This is an optimization exercise on Yosys and OpenROAD, whose aim is small area, a short achievable clock period and few clock cycles, not a production implementation. RTL that was checked went through simulation tests only; none was proved equivalent to the original. Function not checked in runs 1, 2 and 4 to 7: the RTL went through the layout flow alone. In every run shown here, the design's own scripts or RTL, not TritonCTS, make the clock network. No driver is modelled on the clock port, so clock power and skew are understated where the tree is cut down; a real chip needs a root buffer or a tree. Power figures rest on the tool's default switching activity, not on a simulated workload.

## flow/run.sh

```bash
#!/bin/bash
# Runs the standard ORFS layout (standard.sh) with the extra make
# settings listed one per line in flow/make_args, and flow/pre_cts.tcl as
# the CTS step's PRE_CTS_TCL hook (it builds the clock tree itself).
# make's output goes to standard_flow.log; each ORFS step also writes its
# own log under orfs/logs/.
set -euo pipefail
mapfile -t extra < flow/make_args
bash standard.sh "${extra[@]}" "PRE_CTS_TCL=$PWD/flow/pre_cts.tcl" finish > standard_flow.log 2>&1
```

## flow/make_args

```
SETUP_SLACK_MARGIN=10.45
BUFFER_PORTS_ARGS=-buffer_cell sky130_fd_sc_hd__buf_1
```

## flow/pre_cts.tcl

```tcl
# Clock distribution for this small design: the clock port drives four
# clkbuf_16, one per quadrant of the clock sinks, each placed at the centre
# of its sinks and driving them directly.  TritonCTS builds a deeper tree
# (nine buffers in two levels) for the same sinks; here the CTS step's own
# clock_tree_synthesis call is turned into a no-op that only propagates the
# clock, and the rest of the step (legalisation, timing repair) runs as usual.
proc my_split_clock { } {
  set block [ord::get_db_block]
  set clknet [[$block findBTerm clk] getNet]
  set master [[ord::get_db] findMaster sky130_fd_sc_hd__clkbuf_16]
  set sinks {}
  foreach it [$clknet getITerms] {
    set loc [[$it getInst] getLocation]
    lappend sinks [list [lindex $loc 0] [lindex $loc 1] $it]
  }
  set sinks [lsort -integer -index 0 $sinks]
  set half [expr {([llength $sinks] + 1) / 2}]
  set groups {}
  foreach part [list [lrange $sinks 0 [expr {$half - 1}]] [lrange $sinks $half end]] {
    set part [lsort -integer -index 1 $part]
    set h [expr {([llength $part] + 1) / 2}]
    lappend groups [lrange $part 0 [expr {$h - 1}]] [lrange $part $h end]
  }
  set g 0
  foreach grp $groups {
    if { [llength $grp] == 0 } { continue }
    set buf [odb::dbInst_create $block $master clkbuf_q$g]
    set net [odb::dbNet_create $block clknet_q$g]
    $net setSigType CLOCK
    set sx 0
    set sy 0
    foreach s $grp {
      set it [lindex $s 2]
      incr sx [lindex $s 0]
      incr sy [lindex $s 1]
      $it disconnect
      $it connect $net
    }
    [$buf findITerm A] connect $clknet
    [$buf findITerm X] connect $net
    $buf setLocation [expr {$sx / [llength $grp]}] [expr {$sy / [llength $grp]}]
    $buf setPlacementStatus PLACED
    puts "clock buffer clkbuf_q$g drives [llength $grp] sinks"
    incr g
  }
}

my_split_clock
rename clock_tree_synthesis my_unused_clock_tree_synthesis
proc clock_tree_synthesis { args } {
  set_propagated_clock [all_clocks]
  puts "clock_tree_synthesis skipped: the clock tree was built in PRE_CTS_TCL"
}
```

## standard.sh

```bash
#!/bin/bash
# synth_recipe.tcl (not shown) runs the flow's synth.tcl, then flattens the netlist and writes it again
# the make line also repeats each setting of config.mk as NAME=value (left out here)
make -C /OpenROAD-flow-scripts/flow DESIGN_CONFIG=/design/flow/config.mk WORK_HOME=/design/flow/orfs CLKGATE_MAP_FILE= SYNTH_SCRIPT=/design/flow/synth_recipe.tcl "${@:-finish}"
```

## config.mk

```make
export PLATFORM = sky130hd
export DESIGN_NAME = AEC
export DESIGN_NICKNAME = AEC
export VERILOG_FILES = /design/flow/design.v
export SDC_FILE = /design/flow/constraint.sdc
export NUM_CORES = 4
export LEC_CHECK = 0
export CAP_MARGIN = 0
export CORE_MARGIN = 2
export CORE_UTILIZATION = 50
export SLEW_MARGIN = 0
```

## constraint.sdc

```tcl
create_clock -name core_clock -period 14.0 [get_ports {clk}]
set_input_delay 2.8000 -clock core_clock [delete_from_list [all_inputs] [get_ports {clk}]]
set_output_delay 2.8000 -clock core_clock [all_outputs]
set_load 0.01 [all_outputs]
```

## design.v

```verilog
module AEC(clk, rst, ascii_in, ready, valid, result);
input clk;
input rst;
input ready;
input [7:0] ascii_in;
output valid;
output [6:0] result;
reg valid_r;            
reg k_dig, k_pm, k_mul, k_lp, k_rp;    
reg [3:0] xv;           
wire active = k_dig | k_pm | k_mul | k_lp | k_rp;
wire inexpr = ready | active;
wire [7:0] a = ascii_in;
wire is_eq  = a[4] & a[3] & a[2];              
wire is_dig = a[6] | (a[4] & ~(a[3] & a[2]));  
wire is_op  = ~a[6] & ~a[4];                   
wire [2:0] a_inc = a[2:0] + 3'd1;
always @(posedge clk) begin
	if (rst) begin
		valid_r <= 1'b0;
		k_dig   <= 1'b0;
		k_pm    <= 1'b0;
		k_mul   <= 1'b0;
		k_lp    <= 1'b0;
		k_rp    <= 1'b0;
	end else begin
		valid_r <= inexpr & is_eq;
		k_dig   <= inexpr & is_dig;
		k_pm    <= inexpr & is_op & a[0] & (a[1] | a[2]);  
		k_mul   <= inexpr & is_op & ~a[0] & a[1];           
		k_lp    <= inexpr & is_op & ~a[0] & ~a[1];          
		k_rp    <= inexpr & is_op & a[0] & ~a[2] & ~a[1];   
	end
	xv <= a[6] ? {1'b1, a_inc} :
	      is_op ? {a[2], 3'b000} :
	      a[3:0];
end
reg [6:0] A, B, K;
reg [13:0] E0, E1;        
reg [6:0] E2;             
reg [5:0] F;              
reg po;                   
wire [6:0] S_o = {7{k_rp & F[0]}} & E0[13:7];
wire [6:0] r0 = {7{xv[0]}} & B;
wire [6:0] r1 = {7{xv[1]}} & {B[5:0], 1'b0};
wire [6:0] r2 = {7{xv[2]}} & {B[4:0], 2'b0};
wire sub = k_pm & xv[3];
wire cin = k_mul | sub;
wire [6:0] r3 = ({7{xv[3] & ~k_pm}} & {B[3:0], 3'b0}) | S_o | ({7{k_mul}} & ~B) |
                ({7{k_pm}} & (K ^ {7{sub}}));
wire [6:0] s1 = r0 ^ r1 ^ r2;
wire [6:0] c1 = (r0 & r1) | (r0 & r2) | (r1 & r2);
wire [6:0] t1 = {c1[5:0], 1'b0};
wire [6:0] s2 = s1 ^ t1 ^ r3;
wire [6:0] c2 = (s1 & t1) | (s1 & r3) | (t1 & r3);
wire [6:0] t2 = {c2[5:0], cin};
wire [6:0] s3 = s2 ^ t2 ^ A;
wire [6:0] c3 = (s2 & t2) | (s2 & A) | (t2 & A);
wire [6:0] P = s2 + t2;
wire [6:0] Q = s3 + {c3[5:0], 1'b0};
wire [6:0] K_o = F[0] ? E0[6:0] : K;
always @(posedge clk) begin
	if (~active) begin
		A <= 7'd0;
		B <= 7'd1;
		K <= 7'd1;
		F <= 6'd0;
	end else begin
		if (k_dig) begin
			A <= Q;
			B <= P;
		end else if (k_mul) begin
			A <= Q;
		end else if (k_pm) begin
			B <= P;
		end else if (k_lp) begin
			A <= 7'd0;
			K <= B;
		end else if (k_rp) begin
			A <= Q;
			B <= A;
			K <= K_o;
		end
		if (k_lp)
			F <= {F[4:0], po};
		else if (k_rp)
			F <= {1'b0, F[5:1]};
	end
	po <= k_mul | k_pm;
	if (k_lp & po) begin
		E0 <= {A, K};
		E1 <= E0;
		E2 <= E1[13:7];
	end else if (k_rp & F[0]) begin
		E0 <= E1;
		E1 <= {E2, 7'd1};
	end
end
assign valid  = valid_r;
assign result = A;
endmodule
```

==> results by group, run 1 <==
Worst setup path
  – R2R Setup Slk: around 11000 ps
  – Worst Path Buf+Inv: 1
  – Crit-path cells: buf_1
  – Crit. End Element: primary output
  – CP max stage cell: dfxtp_2
  – Startpoint type of the worst setup path: register
  – CP peak stage delay: 410 ps
  – CP Data Required Time: around 11000 ps
  – Largest fanout on the critical path: 5
  – Critical path class: reg2out
  – Arr. time, crit path: ~730 ps
  – CP top delay family: flip-flops

STA
  – Setup TNS: 0 ps
  – Tightest Pin Transition: between 800 and 900 ps
  – Final setup fails: 0
  – Slew HR: 0.453
  – Hold Vio Cnt, Final: 0
  – Pins Over Slew Limit: 0
  – Final Critical Period: between 3000 and 4000 ps
  – Setup ws final: 10470 ps
  – Layout Skew: about 9.4 ps
  – Fmax: between 200 and 300 MHz
  – Final period util: 0.252
  – RSZ-0062 raised after global routing: true

Hold path
  – Type of the worst min-delay path: reg2reg

Logic synthesis
  – Post-synth EDFFs: 35
  – Mean cell area of the mapped netlist: between 10 and 15 µm²
  – Mapped cell area: 4020 µm²
  – Seq/Total Area, Yosys: 0.450
  – Synth area leaders: edfxtp_1 26%, dfxtp_1 19%, fa_1 8.0%
  – Synthesized flop and latch total: 73
  – Count leader, synth: nand2_1
  – Prevailing post-synth register cell: dfxtp_1
  – Post-synth ARST share: 0
  – Post-synth top cells: 39 x nand2_1, 38 x dfxtp_1, 35 x edfxtp_1, 29 x nor2_1, 26 x inv_1
  – Synth Net Count: between 400 and 500
  – Area leader, netlist: edfxtp_1
  – Synth warn: 1
  – Area share of the largest cell type after synthesis: 0.261
  – Distinct cells, synth: 39
  – Post-synthesis instance total: approximately 390

Power and ir drop
  – Sequential share of power: 0.589
  – Pwr Density: approximately 90 nW/µm²
  – Pint: roughly 0.0003 W
  – Combinational power share: 0.147
  – Total power: ~0.00039 W
  – NetSw: roughly 0.000093 W
  – IR drop worst, VDD: a little under 80 µV
  – LEAKAGE: between 1.5 and 2 nW
  – Clock power share: 0.264
  – Switching part of the total power: 0.236

Floorplanning
  – Full die area: 8780 µm²
  – Core Area: 7770 µm²
  – Die Y: approximately 94 µm
  – Rows: 32
  – Starting Density: 0.518
  – Top-Level Pins: 19
  – Die width: 93.7 µm

Placement
  – Hpwl dp: 6.03 mm
  – Number of port buffers: 16
  – Global placement routability congestion: around 0.79
  – Post-place setup slack: roughly 10000 ps
  – Placed Cells: roughly 500

Drt
  – DRT Pass-1 Iters: 4
  – Detail Route Antenna Nets: 0
  – Residual DRC count: 0
  – DR vias: roughly 2.8k
  – Via density: 5.55
  – WL final: roughly 8.5 mm
  – WL per Instance: about 17 µm
  – Initial detailed-routing violation count: 170

Finish
  – Share of post-route cells with drive strength above 1: 0.165
  – Nets: ~440
  – ANT cells: 0
  – Synthesis-to-finish area growth: 9.14%
  – Filler Cells Inserted: about 700
  – Final non-filler cell total: 496
  – Final core utilization: 0.565

Status
  – Status: no timing/DRC/antenna violations

CTS
  – Clock latency (worst-skew pair): 150 ps
  – Clock transition at the registers of the reported paths: roughly 70 ps

Job
  – Max-Cap Viols: 0

GRT
  – Vias in the first global route: around 2.6k
  – Largest net degree at the start of global routing: 29
  – Initial antenna violation count: 0
  – Total track usage: 0.198
  – First-pass GRT wire length: approximately 14 mm
  – Total grt overflow: 0
per-layer routing:
| layer | GRT usage | part of all wire | vias up |
|---|---|---|---|
| li1 | - | - | 1362 |
| met1 | 0.295 | 0.48 | 1330 |
| met2 | 0.320 | 0.47 | 50 |
| met3 | 0.0136 | 0.032 | 13 |
| met4 | 0.0399 | 0.026 | 0 |
| met5 | 0 | 0 | - |
stage by stage:
stage / hold slack, ps / area (µm²)
after floorplan: 420 / 4020
after detailed placement: 436 / 4150
after CTS: 454 / 4260
final: 454 / 4390
after global routing: 475 / 4390
after global placement: 422 / 4150
layout make-up:
| cell class | count | area, µm² | area share |
|---|---|---|---|
| tap | 102 | 128 | 0.0291 |
| buffer | 4 | 100 | 0.0228 |
| multi-input combinational | 268 | 2090 | 0.476 |
| inverter | 26 | 97.6 | 0.0222 |
| sequential | 73 | 1860 | 0.423 |
| timing repair buffer | 23 | 114 | 0.0259 |
path summary, 6_finish.rpt:
check	start	to	cells past startpoint
hold / removal	E1[7]	E2[0]	0
hold reg to reg	E1[7]	E2[0]	0
setup / recovery	A[6]	result[6]	1
setup reg to reg	xv[1]	A[6]	13
cells in the final DEF, fill, tap and decap left out, types with 3 or more instances in the layout:
master,instances
a21o_1,3
buf_4,7
nor2_1,29
nand2_1,39
dfxtp_2,5
dfxtp_4,11
a21oi_1,15
edfxtp_1,35
dfxtp_1,22
xor2_1,6
buf_1,15
o21ai_0,20
xnor2_1,15
and2_1,6
a211oi_1,11
or2_2,3
fa_1,16
mux2i_1,10
ha_1,13
inv_1,25
a222oi_1,3
and2_4,3
a22oi_1,9
and3_1,7
nor3_1,6
o21ai_1,3
clkbuf_16,4
nor2b_1,8
mux2_2,19
power by group through the flow:
| stage | Sequential, W | Clock, W | Combinational (W) |
|---|---|---|---|
| after floorplan | 0.000234 | 0 | 0.0000433 |
| after global placement | 0.000238 | 0 | 0.0000516 |
| after detailed placement | 0.000238 | 0 | 0.0000535 |
| after CTS | 0.000233 | 0.000108 | 0.0000540 |
| after global routing | 0.000233 | 0.000117 | 0.0000661 |
| final | 0.000232 | 0.000104 | 0.0000581 |
timing repair:
item / CTS / global route
resized for setup: 9 / 32
hold buffers: 0 / 0
pin swaps: 0 / 7
endpoints found under the setup margin: 6 / 10
endpoints found under the hold margin: 0 / 0
setup buffers: 0 / 4
worst register-to-register path: cells and delay by family (launching register included):
kind                       cells  cell delay [ps]
buffers and inverters          2              120
AOI/OAI and AO/OA              4              610
adders and majority gates      4             1850
DFF                            1              370
xor gates and xnor gates       2              280
and+or+nand+nor                1              160
sequential cells by signal, summed over array words and instances, names as in the netlist, 4 cells and up:
signal / flops
E1: 14
A: 7
K: 7
E2: 7
F: 6
E0: 14
xv: 4
B: 7
cell families (layout without fill, tap and decap cells):
kind of cell | count (synthesis) | after routing | synth area share
AND/OR/NAND/NOR | 109 | 109 | 0.126
AO/OA/AOI/OAI | 76 | 76 | 0.122
flip-flops | 73 | 73 | 0.450
buffers and inverters | 45 | 53 | 0.0457
adder cells (fa/ha/maj) | 31 | 31 | 0.126
multiplexers | 29 | 29 | 0.0781
XOR/XNOR | 23 | 23 | 0.0519
==> run 2, diff against run 1 <==
--- a/design.v
+++ b/design.v
@@ -32,7 +32,7 @@
 		k_rp    <= inexpr & is_op & a[0] & ~a[2] & ~a[1];   
 	end
 	xv <= a[6] ? {1'b1, a_inc} :
-	      is_op ? {a[2], 3'b000} :
+	      is_op ? ((a[1] & ~a[0]) ? 4'hf : {1'b0, a[2], 2'b00}) :
 	      a[3:0];
 end
 reg [6:0] A, B, K;
@@ -41,24 +41,25 @@
 reg [5:0] F;              
 reg po;                   
 wire [6:0] S_o = {7{k_rp & F[0]}} & E0[13:7];
-wire [6:0] r0 = {7{xv[0]}} & B;
-wire [6:0] r1 = {7{xv[1]}} & {B[5:0], 1'b0};
-wire [6:0] r2 = {7{xv[2]}} & {B[4:0], 2'b0};
-wire sub = k_pm & xv[3];
-wire cin = k_mul | sub;
-wire [6:0] r3 = ({7{xv[3] & ~k_pm}} & {B[3:0], 3'b0}) | S_o | ({7{k_mul}} & ~B) |
-                ({7{k_pm}} & (K ^ {7{sub}}));
+wire one0 = xv[0];
+wire two0 = xv[1] & ~xv[0];
+wire neg0 = xv[1];
+wire one1 = xv[1] ^ xv[2];
+wire two1 = (xv[3] & ~xv[2] & ~xv[1]) | (~xv[3] & xv[2] & xv[1]);
+wire neg1 = xv[3];
+wire d2   = xv[3] & ~k_mul;
+wire [6:0] r0 = (({7{one0}} & B) | ({7{two0}} & {B[5:0], 1'b0})) ^ {7{neg0}};
+wire [6:0] r1 = {((({5{one1}} & B[4:0]) | ({5{two1}} & {B[3:0], 1'b0})) ^ {5{neg1}}), 2'b00} | S_o;
+wire [6:0] r2 = {{3{d2}} & B[2:0], 1'b0, neg1, 1'b0, neg0};
 wire [6:0] s1 = r0 ^ r1 ^ r2;
 wire [6:0] c1 = (r0 & r1) | (r0 & r2) | (r1 & r2);
 wire [6:0] t1 = {c1[5:0], 1'b0};
-wire [6:0] s2 = s1 ^ t1 ^ r3;
-wire [6:0] c2 = (s1 & t1) | (s1 & r3) | (t1 & r3);
-wire [6:0] t2 = {c2[5:0], cin};
-wire [6:0] s3 = s2 ^ t2 ^ A;
-wire [6:0] c3 = (s2 & t2) | (s2 & A) | (t2 & A);
-wire [6:0] P = s2 + t2;
-wire [6:0] Q = s3 + {c3[5:0], 1'b0};
+wire [6:0] s2 = s1 ^ t1 ^ A;
+wire [6:0] c2 = (s1 & t1) | (s1 & A) | (t1 & A);
+wire [6:0] P = s1 + t1;
+wire [6:0] Q = s2 + {c2[5:0], 1'b0};
 wire [6:0] K_o = F[0] ? E0[6:0] : K;
+wire [6:0] negK = ~K + 7'd1;
 always @(posedge clk) begin
 	if (~active) begin
 		A <= 7'd0;
@@ -72,7 +73,7 @@
 		end else if (k_mul) begin
 			A <= Q;
 		end else if (k_pm) begin
-			B <= P;
+			B <= xv[2] ? negK : K;
 		end else if (k_lp) begin
 			A <= 7'd0;
 			K <= B;
==> flow/make_args (replaced) <==
SETUP_SLACK_MARGIN=10.5
BUFFER_PORTS_ARGS=-buffer_cell sky130_fd_sc_hd__buf_1
--- a/config.mk
+++ b/config.mk
@@ -5,7 +5,7 @@
 export SDC_FILE = /design/flow/constraint.sdc
 export NUM_CORES = 4
 export LEC_CHECK = 0
-export CAP_MARGIN = 0
+export CAP_MARGIN = 20
 export CORE_MARGIN = 2
 export CORE_UTILIZATION = 50
-export SLEW_MARGIN = 0
+export SLEW_MARGIN = 20
==> run 2 against run 1 <==
Net effect:
- utilization is 0.89 points lower
- sequential power is 9.1% higher
- global-route usage is 0.58 points higher
- sequential cell count stayed put
- maximum frequency is 0.12% higher
- routed wire length is 4.8% higher
- cell area is 3.1% higher
- final cell count is 5.4% higher
- register-to-register slack better by 100 ps
- worst setup slack better by 4.2 ps
- clock skew is 1.4 ps higher
- power is 50% higher
- critical path type unchanged
- largest cell class unchanged
- largest power group unchanged
==> results by group, run 2 <==
STA
  – Final period util: 0.252
  – Tightest Pin Transition: roughly 740 ps
  – Final setup fails: 0
  – Final Critical Period: about 3500 ps
  – Slew HR: 0.505
  – Setup TNS: 0 ps
  – Layout Skew: between 10 and 15 ps
  – Pins Over Slew Limit: 0
  – Fmax: 284 MHz
  – RSZ-0062 raised after global routing: true
  – Hold Vio Cnt, Final: 0

Drt
  – WL per Instance: about 17 µm
  – WL final: ~9 mm
  – Via density: 5.54
  – Initial detailed-routing violation count: roughly 210
  – Residual DRC count: 0
  – DRT Pass-1 Iters: 4
  – DR vias: ~2.9k
  – Detail Route Antenna Nets: 0

Worst setup path
  – CP Data Required Time: between 10000 and 15000 ps
  – Crit. End Element: primary output
  – CP max stage cell: dfxtp_2
  – Startpoint type of the worst setup path: register
  – Worst R2R Start: xv[2]
  – CP top delay family: flip-flops
  – Arr. time, crit path: approximately 720 ps
  – RR Endpoint: A[6]
  – CP peak stage delay: 400 ps
  – Reg2Reg Depth: 13
  – Critical path class: reg2out
  – Worst Path Buf+Inv: 1
  – Crit-path cells: buf_1
  – R2R Setup Slk: between 10000 and 15000 ps
  – Largest fanout on the critical path: 5

Placement
  – Hpwl dp: roughly 6.5 mm
  – Number of port buffers: 16
  – Global placement routability congestion: around 0.83
  – Dpl cell area: around 4300 µm²

Power and ir drop
  – Pwr Density: 130 nW/µm²
  – LEAKAGE: between 1.5 and 2 nW
  – IR drop worst, VDD: roughly 84 µV

Logic synthesis
  – Synth Net Count: 446
  – Area share of the largest cell type after synthesis: 0.254
  – Largest family of logic cells by synthesized area: compound AO/OA/AOI/OAI gates
  – Area leader, netlist: edfxtp_1
  – Synth warn: 1
  – Synth Area in Adders: 0.0966
  – Seq/Total Area, Yosys: 0.437
  – Distinct cells, synth: 54
  – Post-synthesis instance total: between 400 and 500
  – Mapped cell area: 4140 µm²
  – Compound-Gate Fraction of Synth Area: 0.146
  – Prevailing post-synth register cell: dfxtp_1
  – Post-synth ARST share: 0
  – Synth area leaders: edfxtp_1 25%, dfxtp_1 18%, fa_1 4.8%
  – Mux cell area share after synthesis: 0.0773
  – Count leader, synth: nor2_1
  – Post-synth top cells: 49 x nor2_1, 38 x dfxtp_1, 35 x edfxtp_1, 26 x nand2_1
  – Post-synthesis xor/xnor area fraction: 0.0661
  – Synthesized flop and latch total: 73
  – Post-Synth Simple-Gate Area: 0.126
  – Mean cell area of the mapped netlist: slightly above 10 µm²
  – Post-synth EDFFs: 35

GRT
  – Total track usage: 0.204
  – Initial antenna violation count: 0
  – Vias in the first global route: between 2k and 3k
  – Total grt overflow: 0
  – First-pass GRT wire length: about 14 mm
  – Largest net degree at the start of global routing: 32

Floorplanning
  – Die Y: about 95 µm
  – Top-Level Pins: 19
  – Starting Density: 0.509
  – Full die area: 9030 µm²
  – Core Area: around 8100 µm²
  – Rows: 33
  – Die width: 95.0 µm

Hold path
  – WHS Endpoint: E2[0]
  – Hold Crit Start: E1[7]
  – Type of the worst min-delay path: reg2reg
  – WHS Path Cells: 0

Finish
  – Most common cell after layout, fill and taps aside: nor2_1
  – Regs by FF count: E0: 14 flops, E1: 14 flops
  – Share of post-route cells with drive strength above 1: 0.189
  – Nets: roughly 460
  – Filler Cells Inserted: 715
  – Most frequent cells in the layout: 48 x nor2_1, 35 x edfxtp_1, 27 x dfxtp_1
  – Synthesis-to-finish area growth: 9.24%
  – ANT cells: 0
  – Post-route cell area: approximately 4500 µm²

CTS
  – Cts hold-fix bufs: 0
  – Clock latency (worst-skew pair): about 150 ps
  – Clock transition at the registers of the reported paths: approximately 80 ps

Status
  – Status: no timing/DRC/antenna violations

Job
  – Max-Cap Viols: 0
==> run 2: timing repair <==
item,4_1_cts,5_1_grt
gates resized for setup,24,19
pin swaps,3,1
endpoints found under the setup margin,18,17
buffers inserted,1,6
==> run 2: worst max path at each step <==
stage | from | depth (start not counted) | slack (ps) | end
after floorplan | ascii_in[6] | 3 | 10370 | k_rp
after global placement | ascii_in[0] | 4 | 10110 | k_rp
after detailed placement | ascii_in[0] | 4 | 10110 | k_rp
after CTS | k_rp | 11 | 10440 | A[6]
after global routing | xv[2] | 13 | 10450 | A[6]
final | A[0] | 1 | 10480 | result[0]
==> run 2: cells by family (layout without fill, tap and decap cells) <==
logic type | count (synthesis) | count (layout)
XOR/XNOR | 28 | 28
buffers and inverters | 49 | 58
AND/OR/NAND/NOR | 111 | 111
flip-flops | 73 | 73
adder cells (fa/ha/maj) | 26 | 26
multiplexers | 30 | 30
AO/OA/AOI/OAI | 92 | 92
==> run 2: layout make-up <==
class,count,area [µm²],area share
Buffer,4,100,0.0221
Inverter,26,97.6,0.0216
Multi-Input combinational cell,287,2180,0.481
Sequential cell,73,1840,0.406
Tap cell,105,131,0.0290
Timing Repair Buffer,28,181,0.0401
==> run 2: power by group <==
group / internal (W) / switching (W) / total (W)
Combinational: 0.000111 / 0.000120 / 0.000231
Clock: 0.0000518 / 0.0000543 / 0.000106
Sequential: 0.000233 / 0.0000205 / 0.000253
Total: 0.000395 / 0.000195 / 0.000590
==> run 2: metrics by stage <==
step / utilization / hold slack, ps / setup slack, ps / instances / power, W
final: 0.556 / 451 / 10480 / 523 / 0.000590
after detailed placement: 0.525 / 436 / 10110 / 512 / 0.000480
after global routing: 0.556 / 470 / 10450 / 523 / 0.000633
after CTS: 0.545 / 459 / 10440 / 517 / 0.000590
after global placement: 0.525 / 423 / 10110 / 512 / 0.000476
after floorplan: - / 420 / 10370 / 409 / 0.000430
==> run 2: per-layer routing <==
metal / global-route usage / share of wire / vias to the layer above
met5: 0 / 0 / -
met4: 0.0133 / 0.0083 / 0
met3: 0.0119 / 0.033 / 4
met2: 0.359 / 0.48 / 32
met1: 0.291 / 0.48 / 1409
li1: - / - / 1451
==> run 3, diff against run 2 <==
--- a/design.v
+++ b/design.v
@@ -32,7 +32,7 @@
 		k_rp    <= inexpr & is_op & a[0] & ~a[2] & ~a[1];   
 	end
 	xv <= a[6] ? {1'b1, a_inc} :
-	      is_op ? ((a[1] & ~a[0]) ? 4'hf : {1'b0, a[2], 2'b00}) :
+	      is_op ? {1'b0, a[2], 2'b00} :
 	      a[3:0];
 end
 reg [6:0] A, B, K;
@@ -41,23 +41,20 @@
 reg [5:0] F;              
 reg po;                   
 wire [6:0] S_o = {7{k_rp & F[0]}} & E0[13:7];
-wire one0 = xv[0];
-wire two0 = xv[1] & ~xv[0];
-wire neg0 = xv[1];
-wire one1 = xv[1] ^ xv[2];
-wire two1 = (xv[3] & ~xv[2] & ~xv[1]) | (~xv[3] & xv[2] & xv[1]);
-wire neg1 = xv[3];
-wire d2   = xv[3] & ~k_mul;
-wire [6:0] r0 = (({7{one0}} & B) | ({7{two0}} & {B[5:0], 1'b0})) ^ {7{neg0}};
-wire [6:0] r1 = {((({5{one1}} & B[4:0]) | ({5{two1}} & {B[3:0], 1'b0})) ^ {5{neg1}}), 2'b00} | S_o;
-wire [6:0] r2 = {{3{d2}} & B[2:0], 1'b0, neg1, 1'b0, neg0};
+wire [6:0] r0 = {7{xv[0]}} & B;
+wire [6:0] r1 = {7{xv[1]}} & {B[5:0], 1'b0};
+wire [6:0] r2 = {7{xv[2]}} & {B[4:0], 2'b0};
+wire [6:0] r3 = ({7{xv[3]}} & {B[3:0], 3'b0}) | S_o | ({7{k_mul}} & ~B);
 wire [6:0] s1 = r0 ^ r1 ^ r2;
 wire [6:0] c1 = (r0 & r1) | (r0 & r2) | (r1 & r2);
 wire [6:0] t1 = {c1[5:0], 1'b0};
-wire [6:0] s2 = s1 ^ t1 ^ A;
-wire [6:0] c2 = (s1 & t1) | (s1 & A) | (t1 & A);
-wire [6:0] P = s1 + t1;
-wire [6:0] Q = s2 + {c2[5:0], 1'b0};
+wire [6:0] s2 = s1 ^ t1 ^ r3;
+wire [6:0] c2 = (s1 & t1) | (s1 & r3) | (t1 & r3);
+wire [6:0] t2 = {c2[5:0], k_mul};
+wire [6:0] s3 = s2 ^ t2 ^ A;
+wire [6:0] c3 = (s2 & t2) | (s2 & A) | (t2 & A);
+wire [6:0] P = s2 + t2;
+wire [6:0] Q = s3 + {c3[5:0], 1'b0};
 wire [6:0] K_o = F[0] ? E0[6:0] : K;
 wire [6:0] negK = ~K + 7'd1;
 always @(posedge clk) begin
--- a/flow/pre_cts.tcl
+++ b/flow/pre_cts.tcl
@@ -1,5 +1,5 @@
-# Clock distribution for this small design: the clock port drives four
-# clkbuf_16, one per quadrant of the clock sinks, each placed at the centre
+# Clock distribution for this small design: the clock port drives three
+# clkbuf_16, one per third of the clock sinks, each placed at the centre
 # of its sinks and driving them directly.  TritonCTS builds a deeper tree
 # (nine buffers in two levels) for the same sinks; here the CTS step's own
 # clock_tree_synthesis call is turned into a no-op that only propagates the
@@ -13,13 +13,12 @@
     set loc [[$it getInst] getLocation]
     lappend sinks [list [lindex $loc 0] [lindex $loc 1] $it]
   }
+  # three groups: sinks sorted by x, split in equal thirds
   set sinks [lsort -integer -index 0 $sinks]
-  set half [expr {([llength $sinks] + 1) / 2}]
+  set n [llength $sinks]
   set groups {}
-  foreach part [list [lrange $sinks 0 [expr {$half - 1}]] [lrange $sinks $half end]] {
-    set part [lsort -integer -index 1 $part]
-    set h [expr {([llength $part] + 1) / 2}]
-    lappend groups [lrange $part 0 [expr {$h - 1}]] [lrange $part $h end]
+  for {set k 0} {$k < 3} {incr k} {
+    lappend groups [lrange $sinks [expr {$k * $n / 3}] [expr {($k + 1) * $n / 3 - 1}]]
   }
   set g 0
   foreach grp $groups {
==> run 3 against run 2 <==
Net effect:
- sequential cell count stayed put
- cell area shrank 2.0%
- power decreased by 32%
- utilization up 1.5 points
==> results by group, run 3 <==
Logic synthesis
  – Compound-Gate Fraction of Synth Area: 0.125
  – Post-synth top cells: 42 x nand2_1, 38 x dfxtp_1, 35 x edfxtp_1, 35 x nor2_1, 34 x inv_1
  – Area leader, netlist: edfxtp_1
  – Largest family of logic cells by synthesized area: adder cells
  – Seq/Total Area, Yosys: 0.448
  – Post-synthesis xor/xnor area fraction: 0.0489
  – Area share of the largest cell type after synthesis: 0.260
  – Synth warn: 1
  – Post-synth EDFFs: 35
  – Prevailing post-synth register cell: dfxtp_1
  – Post-synthesis instance total: roughly 400
  – Mean cell area of the mapped netlist: approximately 10 µm²
  – Synth Area in Adders: 0.129
  – Post-synth ARST share: 0
  – Synth Net Count: between 400 and 500
  – Mux cell area share after synthesis: 0.0736
  – Distinct cells, synth: between 40 and 50
  – Synth area leaders: edfxtp_1 26%, dfxtp_1 19%, fa_1 7.9%
  – Mapped cell area: roughly 4000 µm²
  – Synthesized flop and latch total: 73
  – Count leader, synth: nand2_1
  – Post-Synth Simple-Gate Area: 0.125

Worst setup path
  – Arr. time, crit path: a little under 700 ps
  – Crit-path cells: buf_2
  – Largest fanout on the critical path: 4
  – Crit. End Element: primary output
  – Startpoint type of the worst setup path: register
  – CP Data Required Time: 11200 ps
  – Worst Path Buf+Inv: 1
  – Critical path class: reg2out
  – CP top delay family: flip-flops
  – R2R Setup Slk: about 11000 ps
  – CP peak stage delay: just under 400 ps
  – CP max stage cell: dfxtp_2

Floorplanning
  – Full die area: between 8000 and 9000 µm²
  – Die Y: about 94 µm
  – Rows: 32
  – Top-Level Pins: 19
  – Starting Density: 0.521
  – Die width: between 90 and 100 µm
  – Core Area: 7770 µm²

Drt
  – DR vias: 2826
  – WL per Instance: approximately 16 µm
  – Via density: 5.47
  – Detail Route Antenna Nets: 0
  – WL final: around 8.4 mm
  – Initial detailed-routing violation count: roughly 130
  – Residual DRC count: 0
  – DRT Pass-1 Iters: 4

STA
  – Slew HR: 0.516
  – Hold Vio Cnt, Final: 0
  – Layout Skew: between 15 and 20 ps
  – Setup TNS: 0 ps
  – Hold_ws: approximately 460 ps
  – RSZ-0062 raised after global routing: true
  – Fmax: around 290 MHz
  – Final setup fails: 0
  – Pins Over Slew Limit: 0
  – Final Critical Period: around 3500 ps
  – Final period util: 0.250
  – Tightest Pin Transition: 721 ps

Finish
  – Most common cell after layout, fill and taps aside: nand2_1
  – Nets: 460
  – Most frequent cells in the layout: 41 x nand2_1, 35 x edfxtp_1, 35 x nor2_1
  – Share of post-route cells with drive strength above 1: 0.159
  – Regs by FF count: E0: 14 flops, E1: 14 flops
  – Final non-filler cell total: around 520
  – ANT cells: 0
  – Synthesis-to-finish area growth: 9.62%

CTS
  – Cts hold-fix bufs: 0
  – Clock transition at the registers of the reported paths: about 100 ps
  – Clock latency (worst-skew pair): 170 ps

Power and ir drop
  – NetSw: 0.000103 W
  – IR drop worst, VDD: between 90 and 100 µV
  – Switching part of the total power: 0.256
  – Pint: between 0.0002 and 0.0003 W
  – Combinational power share: 0.180
  – LEAKAGE: 1.63 nW
  – Sequential share of power: 0.587
  – Total power: roughly 0.00040 W
  – Pwr Density: just over 90 nW/µm²
  – Clock power share: 0.233

GRT
  – Largest net degree at the start of global routing: 32
  – Vias in the first global route: ~2.7k
  – First-pass GRT wire length: 14.0 mm
  – Total track usage: 0.200
  – Initial antenna violation count: 0
  – Total grt overflow: 0

Job
  – Max-Cap Viols: 0

Placement
  – Placed Cells: 504
  – Number of port buffers: 16
  – Global placement routability congestion: slightly below 0.8
  – Hpwl dp: 6.30 mm

Hold path
  – Type of the worst min-delay path: reg2reg

Status
  – Status: no timing/DRC/antenna violations
-- run 3: cell count changes in the layout (fill, tap and decap cells not counted), moves of 4 or more --
cell	change
nor2_1	-13
a22oi_1	-6
dfxtp_4	+4
dfxtp_1	-6
fa_1	+6
buf_1	+4
a21oi_1	-4
and2_1	+7
inv_1	+11
xor2_1	-4
nand2_1	+15
a211oi_1	+5
-- run 3: path summary, 6_finish.rpt --
path,from,to,cells past startpoint
worst min-delay path,E1[13],E2[6],0
worst max-delay path,A[5],result[5],1
worst max register to register,B[5],A[6],13
worst min register to register,E1[13],E2[6],0
-- run 3: kinds of logic after synthesis --
kind of cell / count (synthesis)
AND/OR/NAND/NOR: 111
AO/OA/AOI/OAI: 82
flip-flops: 73
buffers and inverters: 52
adder cells (fa/ha/maj): 32
multiplexers: 28
XOR/XNOR: 21
-- run 3: what timing repair did --
action / in CTS / in global routing
pin swaps: 1 / 8
endpoints found under the hold margin: 0 / 0
endpoints found under the setup margin: 8 / 10
buffers inserted: 3 / 7
gates resized for setup: 23 / 17
-- run 3: per-stage QoR --
stage / utilization / setup slack [ps] / cell area [µm²]
2_1_floorplan: - / 10550 / 4050
3_3_place_gp: 0.541 / 10200 / 4200
3_5_place_dp: 0.541 / 10160 / 4200
4_1_cts: 0.558 / 10470 / 4340
5_1_grt: 0.571 / 10470 / 4440
6_report: 0.571 / 10510 / 4440
-- run 3: power by group through the flow --
| stage | Clock (W) | Combinational (W) | Sequential (W) |
|---|---|---|---|
| 2_1_floorplan | 0 | 0.0000475 | 0.000238 |
| 3_3_place_gp | 0 | 0.0000601 | 0.000244 |
| 3_5_place_dp | 0 | 0.0000613 | 0.000244 |
| 4_1_cts | 0.0000961 | 0.0000671 | 0.000237 |
| 5_1_grt | 0.000104 | 0.0000825 | 0.000237 |
| 6_report | 0.0000935 | 0.0000721 | 0.000236 |
-- run 3: routing by layer --
layer	part of all wire	wire length (µm)	up-vias	global-route usage
met5	0	0	-	0
met4	0.0093	78	0	0.0217
met3	0.034	285	7	0.0136
li1	-	-	1403	-
met2	0.51	4290	50	0.368
met1	0.45	3750	1366	0.266
-- run 3: final cells by class --
| type | count | area (µm²) |
|---|---|---|
| Fill cell | 689 | 3330 |
| Multi-Input combinational cell | 274 | 2070 |
| Sequential cell | 73 | 1860 |
| Timing Repair Buffer | 31 | 181 |
| Inverter | 34 | 128 |
| Tap cell | 102 | 128 |
| Buffer | 3 | 75.1 |
Testbench counts of run 3, summed over its fixed seeds: cycles 27,544.
==> run 4, diff against run 3 <==
--- a/design.v
+++ b/design.v
@@ -36,11 +36,18 @@
 	      a[3:0];
 end
 reg [6:0] A, B, K;
-reg [13:0] E0, E1;        
-reg [6:0] E2;             
+reg [13:0] E0;            
+reg [6:0] E1;             
+reg v0, v1;               
+reg [6:0] T;              
+reg tm;                   
 reg [5:0] F;              
 reg po;                   
-wire [6:0] S_o = {7{k_rp & F[0]}} & E0[13:7];
+wire pop = k_rp & F[0] & ~tm;      
+wire tclose = k_rp & F[0] & tm;    
+wire push = k_lp & po & ~v1;       
+wire topen = k_lp & po & v1;       
+wire [6:0] S_o = {7{pop}} & E0[13:7];
 wire [6:0] r0 = {7{xv[0]}} & B;
 wire [6:0] r1 = {7{xv[1]}} & {B[5:0], 1'b0};
 wire [6:0] r2 = {7{xv[2]}} & {B[4:0], 2'b0};
@@ -55,14 +62,16 @@
 wire [6:0] c3 = (s2 & t2) | (s2 & A) | (t2 & A);
 wire [6:0] P = s2 + t2;
 wire [6:0] Q = s3 + {c3[5:0], 1'b0};
-wire [6:0] K_o = F[0] ? E0[6:0] : K;
 wire [6:0] negK = ~K + 7'd1;
 always @(posedge clk) begin
 	if (~active) begin
-		A <= 7'd0;
-		B <= 7'd1;
-		K <= 7'd1;
-		F <= 6'd0;
+		A  <= 7'd0;
+		B  <= 7'd1;
+		K  <= 7'd1;
+		F  <= 6'd0;
+		v0 <= 1'b0;
+		v1 <= 1'b0;
+		tm <= 1'b0;
 	end else begin
 		if (k_dig) begin
 			A <= Q;
@@ -72,27 +81,42 @@
 		end else if (k_pm) begin
 			B <= xv[2] ? negK : K;
 		end else if (k_lp) begin
-			A <= 7'd0;
+			if (push)
+				A <= 7'd0;
 			K <= B;
+		end else if (tclose) begin
+			K <= T;
 		end else if (k_rp) begin
 			A <= Q;
 			B <= A;
-			K <= K_o;
+			if (pop)
+				K <= E0[6:0];
 		end
 		if (k_lp)
 			F <= {F[4:0], po};
 		else if (k_rp)
 			F <= {1'b0, F[5:1]};
+		if (push) begin
+			v0 <= 1'b1;
+			v1 <= v0;
+		end else if (pop) begin
+			v0 <= v1;
+			v1 <= 1'b0;
+		end
+		if (topen)
+			tm <= 1'b1;
+		else if (tclose)
+			tm <= 1'b0;
 	end
 	po <= k_mul | k_pm;
-	if (k_lp & po) begin
+	if (push) begin
 		E0 <= {A, K};
-		E1 <= E0;
-		E2 <= E1[13:7];
-	end else if (k_rp & F[0]) begin
-		E0 <= E1;
-		E1 <= {E2, 7'd1};
+		E1 <= E0[13:7];
+	end else if (pop) begin
+		E0 <= {E1, 7'd1};
 	end
+	if (topen)
+		T <= K;
 end
 assign valid  = valid_r;
 assign result = A;
--- a/flow/pre_cts.tcl
+++ b/flow/pre_cts.tcl
@@ -1,5 +1,5 @@
-# Clock distribution for this small design: the clock port drives three
-# clkbuf_16, one per third of the clock sinks, each placed at the centre
+# Clock distribution for this small design: the clock port drives four
+# clkbuf_16, one per quadrant of the clock sinks, each placed at the centre
 # of its sinks and driving them directly.  TritonCTS builds a deeper tree
 # (nine buffers in two levels) for the same sinks; here the CTS step's own
 # clock_tree_synthesis call is turned into a no-op that only propagates the
@@ -13,12 +13,13 @@
     set loc [[$it getInst] getLocation]
     lappend sinks [list [lindex $loc 0] [lindex $loc 1] $it]
   }
-  # three groups: sinks sorted by x, split in equal thirds
   set sinks [lsort -integer -index 0 $sinks]
-  set n [llength $sinks]
+  set half [expr {([llength $sinks] + 1) / 2}]
   set groups {}
-  for {set k 0} {$k < 3} {incr k} {
-    lappend groups [lrange $sinks [expr {$k * $n / 3}] [expr {($k + 1) * $n / 3 - 1}]]
+  foreach part [list [lrange $sinks 0 [expr {$half - 1}]] [lrange $sinks $half end]] {
+    set part [lsort -integer -index 1 $part]
+    set h [expr {([llength $part] + 1) / 2}]
+    lappend groups [lrange $part 0 [expr {$h - 1}]] [lrange $part $h end]
   }
   set g 0
   foreach grp $groups {
==> run 4 against run 3 <==
Net effect:
- still clean on timing, DRC and antenna
- first-iteration DRC count rose by 40%
- sequential power down 8.5%
- cell area shrank 1.7%
- register-to-register slack worse by 240 ps
- die area down 2.5%
- utilization fell by 0.37 points
- sequential cell count shrank 4
- combinational power fell by 9.6%
- clock skew is 4.4 ps lower
==> results by group, run 4 <==
Drt
  – WL final: about 8.6 mm
  – DR vias: 2873
  – Detail Route Antenna Nets: 0
  – Via density: 5.40
  – DRT Pass-1 Iters: 4
  – Initial detailed-routing violation count: about 190
  – Residual DRC count: 0
  – WL per Instance: ~16 µm

Logic synthesis
  – Prevailing post-synth register cell: dfxtp_1
  – Post-synthesis instance total: slightly above 400
  – Post-synth EDFFs: 28
  – Area share of the largest cell type after synthesis: 0.213
  – Mapped cell area: slightly below 4000 µm²
  – Distinct cells, synth: 42
  – Synthesized flop and latch total: between 60 and 70
  – Synth Net Count: about 460
  – Post-synth ARST share: 0
  – Area leader, netlist: edfxtp_1
  – Post-synth top cells: 54 x nand2_1, 43 x nor2_1, 41 x dfxtp_1, 37 x inv_1, 29 x a21oi_1
  – Mean cell area of the mapped netlist: between 9 and 10 µm²
  – Seq/Total Area, Yosys: 0.422
  – Count leader, synth: nand2_1
  – Synth warn: 1
  – Synth area leaders: edfxtp_1 21%, dfxtp_1 21%, fa_1 8.1%

Placement
  – Dpl cell area: 4110 µm²
  – Number of port buffers: 16
  – Global placement routability congestion: roughly 0.84
  – Hpwl dp: 6.48 mm

Hold path
  – WHS Path Cells: 0
  – WHS Endpoint: E1[0]
  – Hold Crit Start: E0[7]
  – Type of the worst min-delay path: reg2reg

Worst setup path
  – Largest fanout on the critical path: 6
  – CP max stage cell: dfxtp_1
  – CP top delay family: flip-flops
  – R2R Setup Slk: between 10000 and 15000 ps
  – CP peak stage delay: roughly 500 ps
  – Crit-path cells: buf_1
  – Startpoint type of the worst setup path: register
  – Worst Path Buf+Inv: 1
  – Arr. time, crit path: around 840 ps
  – RR Endpoint: A[6]
  – Critical path class: reg2out
  – CP Data Required Time: 11200 ps
  – Worst R2R Start: xv[2]
  – Reg2Reg Depth: 13
  – Crit. End Element: primary output

CTS
  – Clock transition at the registers of the reported paths: 80 ps
  – Clock latency (worst-skew pair): approximately 150 ps
  – Cts hold-fix bufs: 0

STA
  – Layout Skew: around 15 ps
  – Tightest Pin Transition: roughly 850 ps
  – Hold Vio Cnt, Final: 0
  – Slew HR: 0.429
  – Final setup fails: 0
  – Pins Over Slew Limit: 0
  – Final period util: 0.260
  – RSZ-0062 raised after global routing: true
  – Setup TNS: 0 ps
  – Final Critical Period: approximately 3600 ps
  – Fmax: around 270 MHz

Power and ir drop
  – IR drop worst, VDD: ~49 µV
  – Total power: approximately 0.00038 W
  – LEAKAGE: between 1.5 and 2 nW
  – Pwr Density: between 80 and 90 nW/µm²

Floorplanning
  – Die Y: roughly 90 µm
  – Top-Level Pins: 19
  – Full die area: between 8000 and 9000 µm²
  – Rows: 32
  – Core Area: about 7700 µm²
  – Die width: 92.8 µm
  – Starting Density: 0.513

GRT
  – Largest net degree at the start of global routing: 22
  – Total track usage: 0.207
  – Total grt overflow: 0
  – Initial antenna violation count: 0
  – First-pass GRT wire length: about 14 mm
  – Vias in the first global route: ~2.8k

Finish
  – Filler Cells Inserted: ~730
  – Most flop-heavy register: E0
  – FF/Latch Area: about 1700 µm²
  – Synthesis-to-finish area growth: 10.7%
  – Area of the multi-input gates: ~2100 µm²
  – Most frequent cells in the layout: 54 x nand2_1, 43 x nor2_1, 36 x inv_1
  – Nets: between 400 and 500
  – Most common cell after layout, fill and taps aside: nand2_1
  – Final core utilization: 0.567
  – Share of post-route cells with drive strength above 1: 0.121
  – Post-route cell area: 4360 µm²
  – Max reg flops: 14
  – ANT cells: 0

Job
  – Max-Cap Viols: 0

Status
  – Status: no timing/DRC/antenna violations
[run 4: cell types whose count changed after synthesis, moves of 7 or more]
cell	change
edfxtp_1	-7
a211oi_1	-13
nand2_1	+12
a21oi_1	+7
mux2i_1	+10
nor2_1	+8
mux2_2	-12
[run 4: cells by family after synthesis]
logic type	after synthesis	share of synthesized area
AO/OA/AOI/OAI	82	0.129
buffers and inverters	53	0.0533
adder cells (fa/ha/maj)	32	0.132
flip-flops	69	0.422
multiplexers	26	0.0667
AND/OR/NAND/NOR	131	0.148
XOR/XNOR	19	0.0492
[run 4: area by class of cell]
cell class	count	area share
Sequential cell	69	0.390
Multi-Input combinational cell	290	0.487
Tap cell	102	0.0293
Inverter	37	0.0318
Timing Repair Buffer	30	0.0393
Buffer	4	0.0229
[run 4: what timing repair did]
| action | in CTS | in global routing |
|---|---|---|
| pin swaps | 7 | 5 |
| gates resized for setup | 26 | 6 |
| buffers inserted | 7 | 4 |
| setup endpoints to repair | 11 | 7 |
[run 4: worst max-delay path by stage]
stage	start	endpoint	cells after the start
floorplan	xv[2]	A[6]	14
global placement	k_rp	A[6]	14
detailed placement	k_rp	A[6]	14
CTS	xv[2]	A[6]	13
global route	xv[2]	A[6]	13
finish	A[6]	result[6]	1
[run 4: report_power, final]
group | switching (W) | total [W] | internal, W
clock | 0.0000499 | 0.000101 | 0.0000516
sequential | 0.00000579 | 0.000216 | 0.000211
combinational | 0.0000353 | 0.0000652 | 0.0000299
total | 0.0000910 | 0.000383 | 0.000292
[run 4: metrics by stage]
| stage | hold slack, ps | setup WS (ps) | instances |
|---|---|---|---|
| floorplan | 426 | 10460 | 412 |
| global placement | 452 | 10030 | 517 |
| detailed placement | 442 | 9960 | 517 |
| CTS | 459 | 10320 | 528 |
| global route | 473 | 10210 | 532 |
| finish | 459 | 10360 | 532 |
[run 4: metal layers]
metal / routed length (µm) / track usage / vias to the layer above
met4: 123 / 0.0306 / 0
met5: 0 / 0 / -
li1: - / - / 1436
met2: 3780 / 0.319 / 54
met3: 414 / 0.0244 / 12
met1: 4310 / 0.320 / 1371
==> run 5, diff against run 4 <==
==> flow/make_args (replaced) <==
SETUP_SLACK_MARGIN=10.4
BUFFER_PORTS_ARGS=-buffer_cell sky130_fd_sc_hd__buf_1
==> run 5 against run 4 <==
Net effect:
- still clean on timing, DRC and antenna
- power fell by 0.22%
- via count fell by 0.84%
- cell area fell by 0.75%
- clock power barely moved
- die area did not move
- synthesized cell count did not move
- maximum frequency fell by 0.39%
- worst hold slack got worse by 2.3 ps
- utilization fell by 0.42 points
- final cell count fell by 0.38%
- largest power group unchanged
==> results by group, run 5 <==
CTS
  – Clock latency (worst-skew pair): 150 ps
  – Clock transition at the registers of the reported paths: ~80 ps

Power and ir drop
  – LEAKAGE: between 1.5 and 2 nW
  – NetSw: ~0.000090 W
  – Pint: between 0.0002 and 0.0003 W
  – Sequential share of power: 0.568
  – Pwr Density: between 80 and 90 nW/µm²
  – Clock power share: 0.265
  – Total power: ~0.00038 W
  – IR drop worst, VDD: 49.0 µV
  – Combinational power share: 0.167
  – Switching part of the total power: 0.237

Finish
  – Share of post-route cells with drive strength above 1: 0.0981
  – Max reg flops: 14
  – Most common cell after layout, fill and taps aside: nand2_1
  – Most flop-heavy register: E0
  – Final non-filler cell total: 530
  – Filler Cells Inserted: a little over 700
  – Synthesis-to-finish area growth: 9.88%
  – Most frequent cells in the layout: 54 x nand2_1, 43 x nor2_1, 36 x inv_1
  – Nets: approximately 470
  – ANT cells: 0

Floorplanning
  – Full die area: between 8000 and 9000 µm²
  – Starting Density: 0.513
  – Top-Level Pins: 19
  – Die width: a little over 90 µm
  – Core Area: a little under 8000 µm²
  – Die Y: slightly above 90 µm
  – Rows: 32

Logic synthesis
  – Post-synth EDFFs: 28
  – Synth Net Count: between 400 and 500
  – Count leader, synth: nand2_1
  – Prevailing post-synth register cell: dfxtp_1
  – Post-synth top cells: 54 x nand2_1, 43 x nor2_1, 41 x dfxtp_1, 37 x inv_1, 29 x a21oi_1
  – Synth area leaders: edfxtp_1 21%, dfxtp_1 21%, fa_1 8.1%
  – Mapped cell area: 3940 µm²
  – Area share of the largest cell type after synthesis: 0.213
  – Synthesized flop and latch total: ~70
  – Mean cell area of the mapped netlist: approximately 9.6 µm²
  – Synth warn: 1
  – Area leader, netlist: edfxtp_1
  – Post-synthesis instance total: about 410
  – Distinct cells, synth: 42
  – Post-synth ARST share: 0
  – Seq/Total Area, Yosys: 0.422

STA
  – Final setup fails: 0
  – Slew HR: 0.423
  – Pins Over Slew Limit: 0
  – Fmax: ~270 MHz
  – Setup TNS: 0 ps
  – RSZ-0062 raised after global routing: true
  – Tightest Pin Transition: around 860 ps
  – Final Critical Period: between 3000 and 4000 ps
  – Layout Skew: about 15 ps
  – Final period util: 0.261
  – Hold Vio Cnt, Final: 0

Drt
  – DRT Pass-1 Iters: 4
  – Detail Route Antenna Nets: 0
  – WL final: ~8.6 mm
  – Initial detailed-routing violation count: approximately 220
  – DR vias: ~2.8k
  – Via density: between 5 and 6
  – Residual DRC count: 0
  – WL per Instance: 16.2 µm

Worst setup path
  – Crit. End Element: register
  – CP peak stage delay: 560 ps
  – Largest fanout on the critical path: 4
  – CP Data Required Time: roughly 14000 ps
  – Startpoint type of the worst setup path: register
  – Critical path class: reg2reg
  – Reg2Reg Depth: 13
  – R2R Setup Slk: slightly above 10000 ps
  – Most common cell type on the critical path: fa_1
  – CP max stage cell: fa_1
  – Arr. time, crit path: 3710 ps
  – Worst R2R Start: xv[2]
  – Crit. Startpoint: xv[2]
  – Crit-path cells: and2_4 > fa_1 > fa_1 > inv_1 > fa_1 > inv_2 > ha_4 > a211oi_2 > o21bai_1 > a21oi_1 > xnor3_1 > and3b_1 > a2111oi_2

Placement
  – Hpwl dp: about 6.5 mm
  – Placed Cells: 517
  – Number of port buffers: 16
  – Global placement routability congestion: about 0.84

GRT
  – First-pass GRT wire length: 14.4 mm
  – Initial antenna violation count: 0
  – Total track usage: 0.208
  – Total grt overflow: 0
  – Vias in the first global route: approximately 2.8k
  – Largest net degree at the start of global routing: 22

Job
  – Max-Cap Viols: 0

Hold path
  – WHS Path Cells: 0
  – Hold Crit Start: E0[7]
  – Type of the worst min-delay path: reg2reg

Status
  – Status: no timing/DRC/antenna violations
[run 5: cells by family (layout without fill, tap and decap cells)]
logic type	Yosys count	in the layout	share of synthesized area
flip-flops	69	69	0.422
multiplexers	26	26	0.0667
adder cells (fa/ha/maj)	32	32	0.132
XOR/XNOR	19	19	0.0492
buffers and inverters	53	69	0.0533
AO/OA/AOI/OAI	82	82	0.129
AND/OR/NAND/NOR	131	131	0.148
[run 5: critical path, delay by kind of cell (launching register included)]
family	cells	cell delay [ps]
xor gates and xnor gates	1	300
AOI/OAI and AO/OA	4	620
DFF	1	360
adders and majority gates	4	1790
buffers and inverters	2	130
and+or+nand+nor	2	360
[run 5: final timing paths]
path                end
setup reg to reg   A[6]
hold reg to reg   E1[0]
setup / recovery   A[6]
hold / removal    E1[0]
[run 5: final cells by class]
type | instances | area (µm²) | share of cell area
Buffer | 4 | 100 | 0.0231
Inverter | 37 | 139 | 0.0321
Multi-Input combinational cell | 290 | 2120 | 0.490
Sequential cell | 69 | 1690 | 0.390
Tap cell | 102 | 128 | 0.0295
Timing Repair Buffer | 28 | 150 | 0.0347
[run 5: metal layers]
metal | GRT usage | part of all wire
met1 | 0.320 | 0.49
met2 | 0.324 | 0.44
met3 | 0.0244 | 0.050
met4 | 0.0306 | 0.014
met5 | 0 | 0
[run 5: power groups by stage]
stage	clock network, W	logic, W	registers, W
global placement	0	0.0000545	0.000223
finish	0.000101	0.0000638	0.000217
detailed placement	0	0.0000553	0.000223
global route	0.000109	0.0000712	0.000218
CTS	0.000103	0.0000597	0.000217
floorplan	0	0.0000442	0.000219
[run 5: per-stage QoR]
stage	hold WS (ps)	area, µm²	setup WS, ps	utilization
6_report	456	4330	10350	0.563
2_1_floorplan	426	3970	10460	-
4_1_cts	459	4290	10320	0.558
3_3_place_gp	452	4110	10030	0.534
5_1_grt	473	4330	10220	0.563
3_5_place_dp	442	4110	9960	0.534
[run 5: what timing repair did]
action,in CTS,in global routing
resized for setup,17,4
endpoints found under the setup margin,6,3
pin swaps,7,2
buffers inserted,7,2
hold buffers,0,0
==> run 6, diff against run 5 <==
--- a/design.v
+++ b/design.v
@@ -73,25 +73,22 @@
 		v1 <= 1'b0;
 		tm <= 1'b0;
 	end else begin
-		if (k_dig) begin
+		if (push)
+			A <= 7'd0;
+		else if (~k_pm)
 			A <= Q;
+		if (k_dig)
 			B <= P;
-		end else if (k_mul) begin
-			A <= Q;
-		end else if (k_pm) begin
+		else if (k_pm)
 			B <= xv[2] ? negK : K;
-		end else if (k_lp) begin
-			if (push)
-				A <= 7'd0;
+		else if (k_rp & ~tclose)
+			B <= A;
+		if (k_lp)
 			K <= B;
-		end else if (tclose) begin
+		else if (tclose)
 			K <= T;
-		end else if (k_rp) begin
-			A <= Q;
-			B <= A;
-			if (pop)
-				K <= E0[6:0];
-		end
+		else if (pop)
+			K <= E0[6:0];
 		if (k_lp)
 			F <= {F[4:0], po};
 		else if (k_rp)
==> flow/make_args (replaced) <==
SETUP_SLACK_MARGIN=10.5
BUFFER_PORTS_ARGS=-buffer_cell sky130_fd_sc_hd__buf_1
==> run 6 against run 5 <==
Net effect:
- still clean on timing, DRC and antenna
- clock skew down 2.4 ps
- routed wire length shrank 3.9%
- first-iteration DRC count is 44% lower
- synthesized area decreased by 2.2%
- die area shrank 2.1%
- cell area shrank 0.95%
- power increased by 10%
- worst hold slack better by 5.2 ps
- global-route usage is 0.50 points lower
- final cell count fell by 2.3%
- critical path depth unchanged
- sequential share of layout area increased by 0.76 points
- largest power group unchanged
==> results by group, run 6 <==
Job
  – Max-Cap Viols: 0

STA
  – Slew HR: 0.343
  – Hold Vio Cnt, Final: 0
  – RSZ-0062 raised after global routing: true
  – Tightest Pin Transition: approximately 1000 ps
  – Pins Over Slew Limit: 0
  – Fmax: around 280 MHz
  – Layout Skew: between 10 and 15 ps
  – Final Critical Period: approximately 3600 ps
  – Setup TNS: 0 ps
  – Final setup fails: 0
  – Final period util: 0.259

Logic synthesis
  – Area leader, netlist: edfxtp_1
  – Post-synth top cells: 54 x nor2_1, 49 x nand2_1, 41 x dfxtp_1, 34 x a21oi_1
  – Synth area leaders: edfxtp_1 22%, dfxtp_1 21%, fa_1 8.3%
  – Prevailing post-synth register cell: dfxtp_1
  – Post-synth ARST share: 0
  – Count leader, synth: nor2_1
  – Mapped cell area: ~3900 µm²
  – Seq/Total Area, Yosys: 0.431
  – Post-synth EDFFs: 28
  – Synth Net Count: 448
  – Post-synthesis instance total: between 400 and 500
  – Distinct cells, synth: 42
  – Synth warn: 1
  – Mean cell area of the mapped netlist: 9.52 µm²
  – Synthesized flop and latch total: between 60 and 70
  – Area share of the largest cell type after synthesis: 0.218

Finish
  – Synthesis-to-finish area growth: 11.3%
  – Area of the multi-input gates: between 2000 and 2500 µm²
  – Nets: ~460
  – Filler Cells Inserted: 708
  – Final non-filler cell total: roughly 520
  – FF/Latch Area: around 1700 µm²
  – ANT cells: 0
  – Max reg flops: 14
  – Most common cell after layout, fill and taps aside: nor2_1
  – Most flop-heavy register: E0
  – Share of post-route cells with drive strength above 1: 0.147
  – Most frequent cells in the layout: 54 x nor2_1, 49 x nand2_1, 31 x a21oi_1

Hold path
  – Hold Crit Start: E0[13]
  – WHS Endpoint: E1[6]
  – Type of the worst min-delay path: reg2reg
  – WHS Path Cells: 0

GRT
  – Total grt overflow: 0
  – Vias in the first global route: approximately 2.8k
  – First-pass GRT wire length: between 10 and 15 mm
  – Initial antenna violation count: 0
  – Largest net degree at the start of global routing: 30
  – Total track usage: 0.203

Worst setup path
  – Crit-path cells: and2_4 > fa_1 > fa_1 > inv_1 > fa_1 > inv_2 > ha_4 > a211oi_4 > o21bai_1 > a21oi_2 > xnor3_1 > or3_4 > a21oi_2
  – Crit. End Element: register
  – Critical path class: reg2reg
  – Reg2Reg Depth: 13
  – CP peak stage delay: 550 ps
  – Worst Path Buf+Inv: 2
  – Crit. Startpoint: xv[2]
  – Startpoint type of the worst setup path: register
  – CP Data Required Time: ~14000 ps
  – CP top delay family: adder cells
  – RR Endpoint: A[6]
  – R2R Setup Slk: a little over 10000 ps
  – Most common cell type on the critical path: fa_1
  – Worst R2R Start: xv[2]
  – CP max stage cell: fa_1
  – Largest fanout on the critical path: 4
  – Arr. time, crit path: around 3700 ps

Floorplanning
  – Die Y: roughly 90 µm
  – Starting Density: 0.507
  – Full die area: around 8400 µm²
  – Die width: 91.8 µm
  – Core Area: 7610 µm²
  – Rows: 32
  – Top-Level Pins: 19

Power and ir drop
  – LEAKAGE: 1.64 nW
  – IR drop worst, VDD: around 70 µV
  – Pwr Density: between 90 and 100 nW/µm²

Placement
  – Placed Cells: a little over 500
  – Global placement routability congestion: 0.822
  – Hpwl dp: about 5.7 mm
  – Number of port buffers: 16

CTS
  – Clock latency (worst-skew pair): around 150 ps
  – Clock transition at the registers of the reported paths: 70 ps
  – Cts hold-fix bufs: 0

Drt
  – Metal-1 WL: ~4 mm
  – DR vias: 2797
  – Uppermost layer routed: met4
  – DRT Pass-1 Iters: 4
  – WL final: 8.24 mm
  – Via density: 5.40
  – WL met3: roughly 270 µm
  – Initial detailed-routing violation count: about 120
  – Residual DRC count: 0
  – Met2 WL: a little under 4 mm
  – WL per Instance: roughly 16 µm
  – Detail Route Antenna Nets: 0

Status
  – Status: no timing/DRC/antenna violations
run 6: cell count changes after synthesis, sizes merged, moves of 4 or more:
cell and delta:
a22oi -5, nor2 +11, a21oi +5, inv -9, clkbuf +4, mux2i -5, o21ai -6, a211oi +12
nand2 -5
run 6: metal layers:
layer  GRT usage  up-vias
li1            -     1401
met1       0.296     1343
met2       0.348       42
met3      0.0107       11
met4      0.0249        0
met5           0        -
run 6: where the power goes:
| part | total (W) | switching, W | internal [W] |
|---|---|---|---|
| Combinational | 0.0000944 | 0.0000506 | 0.0000438 |
| Sequential | 0.000225 | 0.0000106 | 0.000214 |
| Clock | 0.000103 | 0.0000509 | 0.0000517 |
run 6: cells by family after synthesis:
logic type,after synthesis,share of synthesized area
adders and majority gates,32,0.135
xor gates and xnor gates,18,0.0484
DFF,69,0.431
muxes,19,0.0494
buffers and inverters,47,0.0477
AOI/OAI and AO/OA,83,0.132
and+or+nand+nor,137,0.156
run 6: layout make-up:
cell class | instances | area share
timing repair buffer | 26 | 0.0327
inverter | 28 | 0.0245
sequential | 69 | 0.398
buffer | 4 | 0.0233
tap | 102 | 0.0298
multi-input combinational | 289 | 0.492
run 6: metrics by stage:
step	total power, W	worst slack, ps	cell area, µm²	util	hold slack (ps)
after floorplan	0.000288	10460	3880	-	426
after global placement	0.000307	10060	4010	0.527	441
after detailed placement	0.000308	10030	4010	0.527	459
after CTS	0.000415	10300	4190	0.551	467
after global routing	0.000445	10220	4290	0.564	476
final	0.000422	10370	4290	0.564	462
run 6: what timing repair did:
action                                  4_1_cts  5_1_grt
resized for setup                            29       16
pin swaps                                     6        6
hold endpoints to repair                      0        0
setup buffers                                 5        3
endpoints found under the setup margin        9        9
run 6: worst max path at each step:
stage,endpoint,slack (ps),cells past startpoint
3_3_place_gp,A[6],10060,11
2_1_floorplan,A[6],10460,14
5_1_grt,A[6],10220,13
6_report,A[6],10370,13
4_1_cts,A[6],10300,13
3_5_place_dp,A[6],10030,11
==> run 7, diff against run 6 <==
==> flow/make_args (replaced) <==
SETUP_SLACK_MARGIN=10.4
BUFFER_PORTS_ARGS=-buffer_cell sky130_fd_sc_hd__buf_1
==> run 7 against run 6 <==
Net effect:
- maximum frequency shrank 0.75%
- register-to-register slack lost 30 ps
- worst hold slack is essentially flat
- synthesized area is the same
- power shrank 1.4%
- utilization shrank 1.3 points
- critical path depth is the same
- critical path type unchanged
- largest cell class unchanged
==> results by group, run 7 <==
Worst setup path
  – Critical path class: reg2reg
  – Crit. Startpoint: xv[0]
  – Largest fanout on the critical path: 5
  – Worst R2R Start: xv[0]
  – Crit. End Element: register
  – Arr. time, crit path: around 3700 ps
  – CP Data Required Time: around 14000 ps
  – Reg2Reg Depth: 13
  – Startpoint type of the worst setup path: register

STA
  – Final setup fails: 0
  – Final period util: 0.261
  – Setup TNS: 0 ps
  – Fmax: 273 MHz
  – Layout Skew: between 9 and 10 ps
  – Hold Vio Cnt, Final: 0
  – Hold_ws: approximately 460 ps
  – Pins Over Slew Limit: 0
  – Tightest Pin Transition: approximately 960 ps
  – Final Critical Period: approximately 3700 ps
  – RSZ-0062 raised after global routing: true
  – Slew HR: 0.362

Finish
  – ANT cells: 0
  – FF/Latch Area: approximately 1700 µm²
  – Synthesis-to-finish area growth: 8.77%
  – Filler Cells Inserted: 715
  – Most frequent cells in the layout: 54 x nor2_1, 49 x nand2_1, 33 x a21oi_1
  – Final core utilization: 0.551
  – Max reg flops: 14
  – Post-route cell area: around 4200 µm²
  – Most common cell after layout, fill and taps aside: nor2_1
  – Nets: ~460
  – Area of the multi-input gates: between 2000 and 2500 µm²
  – Most flop-heavy register: E0
  – Share of post-route cells with drive strength above 1: 0.0969

Logic synthesis
  – Mean cell area of the mapped netlist: 9.52 µm²
  – Synth area leaders: edfxtp_1 22%, dfxtp_1 21%, fa_1 8.3%
  – Count leader, synth: nor2_1
  – Synth warn: 1
  – Post-synthesis instance total: about 410
  – Distinct cells, synth: 42
  – Post-synth top cells: 54 x nor2_1, 49 x nand2_1, 41 x dfxtp_1, 34 x a21oi_1
  – Synth Net Count: roughly 450
  – Post-synth EDFFs: 28
  – Area leader, netlist: edfxtp_1
  – Post-synth ARST share: 0
  – Prevailing post-synth register cell: dfxtp_1
  – Synthesized flop and latch total: 69
  – Mapped cell area: 3850 µm²
  – Area share of the largest cell type after synthesis: 0.218
  – Seq/Total Area, Yosys: 0.431

CTS
  – Clock latency (worst-skew pair): 150 ps
  – Clock transition at the registers of the reported paths: about 70 ps
  – Cts hold-fix bufs: 0

Power and ir drop
  – LEAKAGE: about 1.6 nW
  – Pwr Density: slightly below 100 nW/µm²
  – IR drop worst, VDD: between 50 and 60 µV
  – Total power: approximately 0.00042 W

GRT
  – Largest net degree at the start of global routing: 30
  – First-pass GRT wire length: around 14 mm
  – Total track usage: 0.205
  – Vias in the first global route: between 2k and 3k
  – Initial antenna violation count: 0
  – Total grt overflow: 0

Floorplanning
  – Top-Level Pins: 19
  – Die width: approximately 90 µm
  – Die Y: 91.8 µm
  – Core Area: about 7600 µm²
  – Starting Density: 0.507
  – Full die area: approximately 8400 µm²
  – Rows: 32

Drt
  – WL per Instance: between 15 and 20 µm
  – WL final: between 8 and 9 mm
  – Via density: ~5.4
  – DR vias: 2777
  – DRT Pass-1 Iters: 5
  – Residual DRC count: 0
  – Initial detailed-routing violation count: 134
  – Detail Route Antenna Nets: 0

Placement
  – Global placement routability congestion: roughly 0.86
  – Number of port buffers: 16
  – Hpwl dp: just under 6 mm
  – Dpl cell area: around 4000 µm²

Hold path
  – Type of the worst min-delay path: reg2reg
  – Hold Crit Start: E0[13]
  – WHS Path Cells: 0

Job
  – Max-Cap Viols: 0

Status
  – Status: no timing/DRC/antenna violations
==> run 7: cell counts after synthesis <==
No cell type changed its count.
==> run 7: cells by family after synthesis <==
kind of cell | count (synthesis) | synth area share
flops | 69 | 0.431
buf+inv | 47 | 0.0477
mux | 19 | 0.0494
simple gates | 137 | 0.156
xor+xnor | 18 | 0.0484
fa+ha+maj | 32 | 0.135
compound gates | 83 | 0.132
==> run 7: what timing repair did <==
| item | in CTS | in global routing |
|---|---|---|
| resized for setup | 19 | 4 |
| buffers inserted | 4 | 0 |
| pin swaps | 6 | 1 |
| setup endpoints to repair | 3 | 3 |
==> run 7: final cells by class <==
type / count / share of cell area
Timing Repair Buffer: 23 / 0.0269
Sequential cell: 69 / 0.403
Buffer: 4 / 0.0239
Tap cell: 102 / 0.0304
Inverter: 28 / 0.0251
Multi-Input combinational cell: 289 / 0.491
==> run 7: power by group <==
group	switching [W]	internal, W
sequential	0.0000109	0.000214
combinational	0.0000475	0.0000391
clock	0.0000529	0.0000517
==> run 7: critical path, stage by stage (launching register included) <==
cell	delay (ps)
dfxtp_4	370
and2_1	180
fa_1	510
fa_1	580
inv_1	60
fa_1	500
inv_2	60
ha_4	210
a211oi_2	220
o21bai_1	100
a21oi_1	150
xnor3_1	230
or3_1	310
a21oi_1	120
==> run 7: stage by stage <==
stage	setup slack, ps	cells
finish	10340	515
global route	10130	515
CTS	10310	515
detailed placement	10040	507
global placement	10070	507
floorplan	10410	405
==> run 7: worst paths after layout <==
check / slack [ps] / endpoint
min reg2reg: 460 / E1[6]
max: 10340 / A[6]
max reg2reg: 10340 / A[6]
min: 460 / E1[6]
==> run 7: layer usage <==
| metal | vias to the layer above | global-route usage | routed length (µm) |
|---|---|---|---|
| li1 | 1398 | - | - |
| met1 | 1311 | 0.299 | 3900 |
| met2 | 58 | 0.352 | 3920 |
| met3 | 10 | 0.00822 | 334 |
| met4 | 0 | 0.0274 | 130 |
| met5 | - | 0 | 0 |

## separate check: timing with driven ports
The flow's constraints put no driver on any port. The routed layouts listed below were extracted and timed again, unchanged, in two steps.
Step 1 sets driving cells, clkbuf_16 on the clock port and buf_2 on the other inputs (assumed; they add their load-dependent delay and slew).
Step 2 also shifts input and output timing later by t, the mid clock arrival at the registers, as if the neighbouring blocks saw the same clock.
Slacks: no drivers / after step 1 / after step 2; pairs: no drivers / after step 1.
run | t (ns) | slack for setup (ns) | pins driven straight from the clock port
run 1 | 0.221 | 10.474 / 10.395 / 10.390 | 4
run 2 | 0.222 | 10.479 / 10.400 / 10.328 | 4
run 3 | 0.217 | 10.506 / 10.445 / 10.410 | 3
run 4 | 0.223 | 10.360 / 10.279 / 10.373 | 4
run 5 | 0.222 | 10.346 / 10.285 / 10.346 | 4
run 6 | 0.221 | 10.370 / 10.367 / 10.370 | 4
run 7 | 0.220 | 10.342 / 10.342 / 10.342 | 4
After both steps setup and hold are still met in every run listed. For run 2, which loses most, drivers alone change the setup slack by -0.079 ns; drivers and shift together by -0.151 ns.
